From an optimization exercise on the open Yosys and OpenROAD flow, aimed at small area; shortcuts taken in it are not production practice. In this exercise RTL edits were held to simulation tests only and were not proved equivalent to the original. No activity file was given, so power comes from the tool's default toggle rates.

Setup of south:
==> flow/design.v (excerpt) <==
module my_chip (
    input  logic [11:0] io_in,
    output logic [11:0] io_out,
    input  logic clock,
    input  logic reset
);
==> flow/config.mk <==
export PLATFORM = sky130hd
export DESIGN_NAME = my_chip
export DESIGN_NICKNAME = my_chip
export VERILOG_FILES = /design/flow/design.v
export SDC_FILE = /design/flow/constraint.sdc
export NUM_CORES = 4
export LEC_CHECK = 0
export CAP_MARGIN = 20
export CORE_MARGIN = 2
export CORE_UTILIZATION = 40
export SLEW_MARGIN = 20
==> flow/constraint.sdc <==
create_clock -name core_clock -period 10.0 [get_ports {clock}]
set_input_delay 2.0000 -clock core_clock [delete_from_list [all_inputs] [get_ports {clock}]]
set_output_delay 2.0000 -clock core_clock [all_outputs]
set_load 0.01 [all_outputs]
standard.sh (not shown) runs the stock make flow with config.mk's settings and CLKGATE_MAP_FILE= SYNTH_SCRIPT=/design/flow/synth_recipe.tcl, a recipe that flattens the netlist after the stock synthesis.
==> flow/flow/run.sh <==
#!/bin/bash
# Layout flow: the standard ORFS flow (standard.sh) with three changes:
#  - synthesis maps logic with an area-oriented ABC script (flow/abc.script) in
#    place of ORFS's abc_speed.script; everything else in ORFS's scripts is unchanged
#  - clock tree synthesis without dummy load cells, using clkbuf_8 buffers
#  - port buffers are inserted as buf_1
set -euo pipefail
rm -rf scripts_mod
cp -r "$FLOW_HOME/scripts" scripts_mod
cp flow/abc.script scripts_mod/abc_speed.script
export SCRIPTS_DIR="$PWD/scripts_mod"
export CTS_ARGS="-sink_clustering_enable -repair_clock_nets -dont_use_dummy_load -buf_list sky130_fd_sc_hd__clkbuf_8 -sink_clustering_size 30 -sink_clustering_max_diameter 100"
export BUFFER_PORTS_ARGS="-buffer_cell sky130_fd_sc_hd__buf_1"
bash standard.sh > standard.log 2>&1
==> flow/flow/abc.script <==
strash
dc2
balance; rewrite; refactor; balance; rewrite; rewrite -z; balance; refactor -z; rewrite -z; balance
dc2
balance; rewrite; refactor; balance; rewrite; rewrite -z; balance; refactor -z; rewrite -z; balance
&get -n
&dch -f
&nf -R 1000 -p -E 50
&put
topo
south has completed all stages; timing, DRC and antenna checks passed.
Inputs modified between south and east:
-- flow/flow/abc.script --
<<< south, line 7
&dch -f
&nf -R 1000 -p -E 50
&put
>>> east, line 7
&dch -f
&nf -R 1000 -p
&put
Results
There was hardly any difference in wire length between south and east. Mux share of post-synthesis cell area: east > south. For worst-skew pair later-pin latency, east and south come out practically identical. east ends up with a fraction of standard cell area in multi-input logic that is 0.33 points lower than in south.

== v25 ==
Another version of the RTL of my_chip (not shown whole).
For scale: roughly 110 flip-flops, about 26 I/O pins, about 0.0073 mm2 of cells after synthesis.
clock: 10.0 ns
lec_check: 0
cap_margin: 20
core_margin: 2
core_utilization: 40
slew_margin: 20
run.sh (not shown) runs the stock make flow with config.mk's settings and CLKGATE_MAP_FILE= SYNTH_SCRIPT=/design/flow/synth_recipe.tcl, a recipe that flattens the netlist after the stock synthesis.
Stock flow here: none of the scripts above is used.
Relative to v25, the following input files were edited for v5:
==> flow/flow/run.sh (new file) <==
#!/bin/bash
# Standard ORFS layout (standard.sh), with two changes:
#  - clock tree synthesis without dummy load cells, using clkbuf_8 buffers
#  - port buffers start as buf_1 (the resizer may still upsize them)
export CTS_ARGS="-sink_clustering_enable -repair_clock_nets -dont_use_dummy_load -buf_list sky130_fd_sc_hd__clkbuf_8 -sink_clustering_size 30 -sink_clustering_max_diameter 100"
export BUFFER_PORTS_ARGS="-buffer_cell sky130_fd_sc_hd__buf_1"
bash standard.sh > standard.log 2>&1
==> flow/standard.sh (new file) <==
#!/bin/bash
# synth_recipe.tcl (not shown) runs the flow's synth.tcl, then flattens the netlist and writes it again
# the make line also repeats each setting of config.mk as NAME=value (left out here)
make -C /OpenROAD-flow-scripts/flow DESIGN_CONFIG=/design/flow/config.mk WORK_HOME=/design/flow/orfs CLKGATE_MAP_FILE= SYNTH_SCRIPT=/design/flow/synth_recipe.tcl "${@:-finish}"
removed: flow/run.sh
### Flow results
- Looking at the reports, v5 completed the entire flow and the layout it produced met the timing, DRC and antenna checks.
- Row share of total power in the clock network: v5 lower / v25 higher
- On met2 demand-to-capacity share in global routing: between v5 and v25, it ends up higher for v5.
- The combinational power of v25 and that of v5 are within noise of each other.
#### Input delta (v58 over v5)
Settings: an added CTS_CLUSTER_DIAMETER of 100; an added CTS_CLUSTER_SIZE of 30; an added CTS_BUF_LIST of sky130_fd_sc_hd__clkbuf_8.
==> flow/run.sh (new file) <==
#!/bin/bash
# synth_recipe.tcl (not shown) runs the flow's synth.tcl, then flattens the netlist and writes it again
# the make line also repeats each setting of config.mk as NAME=value (left out here)
make -C /OpenROAD-flow-scripts/flow DESIGN_CONFIG=/design/flow/config.mk WORK_HOME=/design/flow/orfs CLKGATE_MAP_FILE= SYNTH_SCRIPT=/design/flow/synth_recipe.tcl finish
removed: flow/flow/run.sh
removed: flow/standard.sh
Results
v5 -> v58: final non-filler cell area increased by a few percent. Between v5 and v58, the flow reports maximum frequency decreasing slightly. Global-route usage over all layers: v58 vs v5 up 0.31 points. v58 against v5: worst hold slack went up 15 ps; critical path depth in cells went down 1; switching power went up about 7%; leakage power summed over all cells went up about 2.5%. From v5 to v58 the numbers moved as follows: time the final worst path needs with I/O delays and setup now larger; setup slack lower. When v58 is measured against v5, its proportion of cell area occupied by multi-input gates turns out 1.3 points lower.

Setup of before:
Another version of the RTL of my_chip (not shown whole).
For scale: roughly 93 flip-flops, roughly 26 I/O pins, about 4200 um^2 of cells after synthesis.
==> flow/design.v (excerpt) <==
module my_chip (
    input  logic [11:0] io_in,
    output logic [11:0] io_out,
    input  logic clock,
    input  logic reset
);
  logic [5:0] led;
  ChipInterface chipInterface_inst (
      .clock(clock),
      .reset(reset),
      .btn(io_in[4:0]),
      .led(led)
  );
  assign io_out = {6'b0, led};
endmodule
Settings: LEC_CHECK=0, CAP_MARGIN=20, CORE_MARGIN=2, CORE_UTILIZATION=70, PLACE_DENSITY=0.8, SLEW_MARGIN=20; clock period 10.0 ns.
standard.sh (not shown) runs the stock make flow with config.mk's settings and CLKGATE_MAP_FILE= SYNTH_SCRIPT=/design/flow/synth_recipe.tcl, a recipe that flattens the netlist after the stock synthesis.
==> flow/flow/run.sh <==
#!/bin/bash
# Layout flow: the standard ORFS flow (standard.sh) with these changes:
#  - synthesis maps logic with an area-oriented ABC script (flow/abc.script,
#    which includes a time-limited &deepsyn) in place of ORFS's abc_speed.script;
#    everything else in ORFS's scripts is unchanged
#  - no half/full adder extraction before ABC (ADDER_MAP_FILE empty)
#  - clock tree synthesis without dummy load cells, using clkbuf_8 buffers
#  - port buffers are inserted as buf_1
# Each tool's output is in standard.log and in ORFS's logs under orfs/logs.
set -euo pipefail
rm -rf scripts_mod
cp -r "$FLOW_HOME/scripts" scripts_mod
cp flow/abc.script scripts_mod/abc_speed.script
export SCRIPTS_DIR="$PWD/scripts_mod"
export ADDER_MAP_FILE=
export CTS_ARGS="-sink_clustering_enable -repair_clock_nets -dont_use_dummy_load -buf_list sky130_fd_sc_hd__clkbuf_8 -sink_clustering_size 30 -sink_clustering_max_diameter 100"
export BUFFER_PORTS_ARGS="-buffer_cell sky130_fd_sc_hd__buf_1"
bash standard.sh > standard.log 2>&1
==> flow/flow/abc.script <==
strash
dc2
balance; rewrite; refactor; balance; rewrite; rewrite -z; balance; refactor -z; rewrite -z; balance
&get -n
&deepsyn -T 200
&dch -f
&nf -R 1000 -p
&put
topo
before went all the way through synthesis, placement and routing and the layout is clean on timing, DRC and antenna.
The following lists how after was set up differently from before:
- a deleted PLACE_DENSITY that had been 0.8
- a change of CORE_UTILIZATION from 70 to 40
==> comparison <==
- after and before ended up with nearly the same data required time at the worst endpoint.
- In after, relative slew slack is higher than in before.
- before has higher maximum fanout encountered on the critical timing path than after.
- Final setup slack of the worst path: after vs before down 0.15 ns
- In after, the total wirelength of the detailed-routed design came out about 4.3% above the value in before.

afterwards: timing with drivers on the ports:
No port has a modelled driver above. Below, the same layouts with a new extraction and two added sets of constraints. Step 1 (the two cells are an assumption about what drives the block):
set clk [get_ports {clock}]
set_driving_cell -lib_cell sky130_fd_sc_hd__clkbuf_16 $clk
set_driving_cell -lib_cell sky130_fd_sc_hd__buf_2 [delete_from_list [all_inputs] $clk]
Step 2 adds t to the input delays and takes it off the output delays; t is the mean of the earliest and latest rising clock arrival at the registers after step 1. Input paths then give back, and output paths get back, about the clock's delay inside the block. a / b / c = no drivers / after step 1 / after step 2; a / b = the first two.
run | t (ns) | slack for setup (ns) | worst register clock-pin slew, ns
south | 0.377 | 6.267 / 6.267 / 6.267 | 0.09 / 0.09
east | 0.372 | 5.731 / 5.731 / 5.731 | 0.09 / 0.09
v25 | 0.394 | 4.157 / 4.157 / 4.157 | 0.07 / 0.07
v5 | 0.400 | 4.218 / 4.218 / 4.218 | 0.11 / 0.11
v58 | 0.425 | 4.153 / 4.153 / 4.153 | 0.10 / 0.10
before | 0.364 | 6.079 / 6.079 / 6.079 | 0.09 / 0.09
after | 0.379 | 5.929 / 5.929 / 5.929 | 0.09 / 0.09
After both steps every run listed still meets setup and hold.
